Background: an optimization exercise with open tools, aiming at small area, a short achievable clock period and few clock cycles. Do not read the settings as production practice.
Only simulation tests tie the RTL to the original design; equivalence was not proved.
No activity file was given, so power comes from the tool's default toggle rates.

==> exp/ember <==
Design processor, start of the top module:
module processor(clk,rst,ld,kernel,o_img_re,o_img_addr,i_img_data,
                 o_out_we,o_out_addr,o_out_data,o_complete);
input clk,rst,ld;
input [143:0] kernel;
output o_img_re;
output [16:0] o_img_addr;
input [7:0] i_img_data;
output o_out_we;
output [15:0] o_out_addr;
output [7:0] o_out_data;
output o_complete;
reg [15:0] k00;
reg [15:0] k01;
reg [15:0] k02;
reg [15:0] k10;
reg [15:0] k11;
reg [15:0] k12;
reg [15:0] k20;
reg [15:0] k21;
reg [15:0] k22;
wire [15:0] kin00 = kernel[15:0];
wire [15:0] kin01 = kernel[31:16];
wire [15:0] kin02 = kernel[47:32];
wire [15:0] kin10 = kernel[63:48];
wire [15:0] kin11 = kernel[79:64];
wire [15:0] kin12 = kernel[95:80];
wire [15:0] kin20 = kernel[111:96];
wire [15:0] kin21 = kernel[127:112];
wire [15:0] kin22 = kernel[143:128];
always @(posedge clk) begin
    if (ld) begin
        k00 <= kin00[15] ? (16'd0 - {1'b0, kin00[14:0]}) : {1'b0, kin00[14:0]};
        k01 <= kin01[15] ? (16'd0 - {1'b0, kin01[14:0]}) : {1'b0, kin01[14:0]};
        k02 <= kin02[15] ? (16'd0 - {1'b0, kin02[14:0]}) : {1'b0, kin02[14:0]};
        k10 <= kin10[15] ? (16'd0 - {1'b0, kin10[14:0]}) : {1'b0, kin10[14:0]};
        k11 <= kin11[15] ? (16'd0 - {1'b0, kin11[14:0]}) : {1'b0, kin11[14:0]};
        k12 <= kin12[15] ? (16'd0 - {1'b0, kin12[14:0]}) : {1'b0, kin12[14:0]};
        k20 <= kin20[15] ? (16'd0 - {1'b0, kin20[14:0]}) : {1'b0, kin20[14:0]};
        k21 <= kin21[15] ? (16'd0 - {1'b0, kin21[14:0]}) : {1'b0, kin21[14:0]};
        k22 <= kin22[15] ? (16'd0 - {1'b0, kin22[14:0]}) : {1'b0, kin22[14:0]};
    end
end
wire [16:0] kx_k00 = {k00[15], k00};
wire [16:0] kx_k01 = {k01[15], k01};
reg [16:0] kp_k00k01;
always @(posedge clk) kp_k00k01 <= kx_k00 + kx_k01;
wire [16:0] kx_k02 = {k02[15], k02};
wire [16:0] kx_k10 = {k10[15], k10};
reg [16:0] kp_k02k10;
always @(posedge clk) kp_k02k10 <= kx_k02 + kx_k10;
wire [16:0] kx_k11 = {k11[15], k11};
wire [16:0] kx_k12 = {k12[15], k12};
reg [16:0] kp_k11k12;
always @(posedge clk) kp_k11k12 <= kx_k11 + kx_k12;
wire [16:0] kx_k20 = {k20[15], k20};
wire [16:0] kx_k21 = {k21[15], k21};
reg [16:0] kp_k20k21;
always @(posedge clk) kp_k20k21 <= kx_k20 + kx_k21;
reg rd_run;
reg [4:0] rr;       
reg [8:0] cc;       
reg [3:0] rs;       
reg [16:0] addr;
  ...
==> flow/config.mk <==
export PLATFORM = sky130hd
export DESIGN_NAME = processor
export DESIGN_NICKNAME = processor
export VERILOG_FILES = /design/flow/design.v
export SDC_FILE = /design/flow/constraint.sdc
export NUM_CORES = 4
export LEC_CHECK = 0
export CAP_MARGIN = 20
export CORE_MARGIN = 2
export CORE_UTILIZATION = 40
export CTS_CLUSTER_SIZE = 24
export SLEW_MARGIN = 20
export SYNTH_HIERARCHICAL = 1
export SYNTH_MINIMUM_KEEP_SIZE = 0
==> flow/constraint.sdc <==
create_clock -name core_clock -period 11.0 [get_ports {clk}]
set_input_delay 2.2000 -clock core_clock [delete_from_list [all_inputs] [get_ports {clk}]]
set_output_delay 2.2000 -clock core_clock [all_outputs]
set_load 0.01 [all_outputs]
standard.sh (not shown) runs the stock make flow with config.mk's settings and CLKGATE_MAP_FILE= SYNTH_SCRIPT=/design/flow/synth_recipe.tcl, a recipe that flattens the netlist after the stock synthesis.
==> flow/flow/run.sh <==
#!/bin/bash
set -euo pipefail
MARGIN=${MARGIN:-7.6}
bash standard.sh finish \
  "BUFFER_PORTS_ARGS=-buffer_cell sky130_fd_sc_hd__buf_2" \
  "SETUP_SLACK_MARGIN=$MARGIN" > standard_finish.log 2>&1
==> exp/onyx: changes against exp/ember <==
--- a/flow/design.v
+++ b/flow/design.v
@@ -60,16 +60,23 @@
 reg rd_run;
 reg [4:0] rr;       
 reg [8:0] cc;       
 reg [3:0] rs;       
 reg [16:0] addr;
 assign o_img_re = rd_run;
-assign o_img_addr = addr;
 wire r_end = (rr == 17);
 wire c_end = (cc == 257);
 wire s_end = (rs == 15);
+reg [16:0] naddr;
+always @(*) begin
+    if (ld) naddr = 17'd0;
+    else if (!r_end) naddr = addr + 17'd258;
+    else if (!c_end) naddr = addr - 17'd4385;
+    else naddr = addr - 17'd515;
+end
+out_reg17 u_img_addr (.clk(clk), .d(naddr), .q(o_img_addr));
 always @(posedge clk) begin
     if (rst)
         rd_run <= 1'b0;
     else if (ld)
         rd_run <= 1'b1;
     else if (r_end & c_end & s_end)
@@ -5017,64 +5024,55 @@
 reg wr_run;
 reg [4:0] wr;
 reg [8:0] wc;
 reg [3:0] ws;
 reg we;
 reg [7:0] odata;
+reg [15:0] oaddr;
 reg complete;
 assign o_out_we = we;
-assign o_out_addr = {ws, wr[3:0], wc[7:0]};
+assign o_out_addr = oaddr;
 assign o_out_data = odata;
 assign o_complete = complete;
 wire w_rend = (wr == 5'd15);
 wire w_cend = (wc == 9'd255);
 wire w_send = (ws == 15);
+wire w_valid = wr_run & ~wr[4] & ~wc[8];
 wire w_last = w_rend & w_cend & w_send;
-wire done_now = we & w_last;
-reg [4:0] nwr;
-reg [8:0] nwc;
-reg [3:0] nws;
-always @(*) begin
-    nwr = wr; nwc = wc; nws = ws;
-    if (!w_rend) begin
-        nwr = wr + 1'b1;
-    end else begin
-        nwr = 5'd30;
-        if (!w_cend) begin
-            nwc = wc + 1'b1;
-        end else begin
-            nwc = 9'd510;
-            nws = ws + 1'b1;
-        end
-    end
-end
 always @(posedge clk) begin
     if (rst) begin
         wr_run <= 1'b0;
         we <= 1'b0;
         complete <= 1'b0;
     end else if (ld) begin
         wr_run <= 1'b1;
         we <= 1'b0;
         complete <= 1'b0;
     end else begin
-        we <= wr_run & ~done_now & ~nwr[4] & ~nwc[8];
-        if (done_now) begin
-            wr_run <= 1'b0;
-            complete <= 1'b1;
-        end
+        we <= w_valid;
+        if (w_valid & w_last) wr_run <= 1'b0;
+        if (we & (oaddr == 16'hffff)) complete <= 1'b1;
     end
 end
 always @(posedge clk) begin
+    oaddr <= {ws, wr[3:0], wc[7:0]};
     odata <= clamp;
     if (ld) begin
-        wr <= 5'd12;
+        wr <= 5'd13;
         wc <= 9'd509;
         ws <= 0;
+    end else if (!w_rend) begin
+        wr <= wr + 1'b1;
     end else begin
-        wr <= nwr; wc <= nwc; ws <= nws;
+        wr <= 5'd30;
+        if (!w_cend) begin
+            wc <= wc + 1'b1;
+        end else begin
+            wc <= 9'd510;
+            ws <= ws + 1'b1;
+        end
     end
 end
 endmodule
 module csa_fa(a, b, c, s, co);
 input a, b, c;
 output s, co;
@@ -5084,12 +5082,18 @@
 module csa_ha(a, b, s, co);
 input a, b;
 output s, co;
 assign s = a ^ b;
 assign co = a & b;
 endmodule
+module out_reg17(clk, d, q);
+input clk;
+input [16:0] d;
+output reg [16:0] q;
+always @(posedge clk) q <= d;
+endmodule
 module pair_dec(pa, pc, z1, z2, z3);
 input pa, pc;
 output z1, z2, z3;
 assign z1 = pa & ~pc;
 assign z2 = ~pa & pc;
 assign z3 = pa & pc;
==> flow/flow/run.sh (replaced) <==
#!/bin/bash
set -euo pipefail
MARGIN=${MARGIN:-7.7}
bash standard.sh finish \
  "BUFFER_PORTS_ARGS=-buffer_cell sky130_fd_sc_hd__buf_2" \
  "SETUP_SLACK_MARGIN=$MARGIN" > standard_finish.log 2>&1
--- a/flow/config.mk
+++ b/flow/config.mk
@@ -5,10 +5,9 @@
 export SDC_FILE = /design/flow/constraint.sdc
 export NUM_CORES = 4
 export LEC_CHECK = 0
 export CAP_MARGIN = 20
 export CORE_MARGIN = 2
 export CORE_UTILIZATION = 40
-export CTS_CLUSTER_SIZE = 24
 export SLEW_MARGIN = 20
 export SYNTH_HIERARCHICAL = 1
 export SYNTH_MINIMUM_KEEP_SIZE = 0
==> notes.md <==
Mux cell area share after synthesis: exp/onyx 0.00168; exp/ember 0.00104
Routing usage on met2: exp/onyx 0.387; exp/ember 0.402
Depth of the critical timing path with buffers and inverters included: exp/onyx 6; exp/ember 4
Floorplan Core Area: exp/onyx 120,000 sq um; exp/ember 120,000 sq um
Total global routing track utilization: exp/onyx 0.252; exp/ember 0.259
Worst clock skew on the final layout: exp/onyx 0.0381 ns; exp/ember 0.0249 ns
Crit path buffers/inverters: exp/onyx 1; exp/ember 0
Maximum clock frequency: exp/onyx 284 MHz; exp/ember 285 MHz
Launching instance or port of the critical path: exp/onyx sr19[5]; exp/ember k00[12]
Power share of the sequential group: exp/onyx 0.250; exp/ember 0.271
Wire length of the first global-routing pass: exp/onyx 235,000 um; exp/ember 234,000 um
Aggregate routed wire length: exp/onyx 160,000 um; exp/ember 161,000 um
Result of the run: exp/onyx complete, no violations; exp/ember complete, no violations
Biggest cell delay along the critical path: exp/onyx 1.05 ns; exp/ember 1.23 ns
Number of standard cells in the final layout excluding fillers: exp/onyx 5,845; exp/ember 5,772
Slew @ Worst Pin: exp/onyx 1.29 ns; exp/ember 1.38 ns
Maximum number of pins on one net before global-route repair: exp/onyx 76; exp/ember 73
Testbench counts of exp/ember, summed over its fixed seeds: cycles 445,848.
Testbench counts of exp/onyx, summed over its fixed seeds: cycles 445,848.

-- re-timing with driven ports --
The results above use ideal ports. As a check the final layouts listed here were re-extracted and re-timed, cells and wires unchanged.
Step 1: set_driving_cell puts a clkbuf_16 on clk and a buf_2 on each other input, an assumption about the parent block.
Step 2 adds t to the input delays and takes it off the output delays; t is the mean of the earliest and latest rising clock arrival at the registers after step 1. Input paths then give back, and output paths get back, about the clock's delay inside the block.
Slacks: ideal ports / drivers / drivers and shift; pairs: ideal ports / drivers.
| run | t (ns) | setup slack, ns | worst slew at a driven data input, ns |
|---|---|---|---|
| exp/ember | 0.776 | 7.492 / 7.492 / 6.937 | 0.05 |
| exp/onyx | 0.751 | 7.480 / 7.480 / 7.016 | 0.07 |
After both steps every run listed still meets setup and hold. For exp/ember, which loses most, drivers alone change the setup slack by 0.000 ns; drivers and shift together by -0.555 ns.
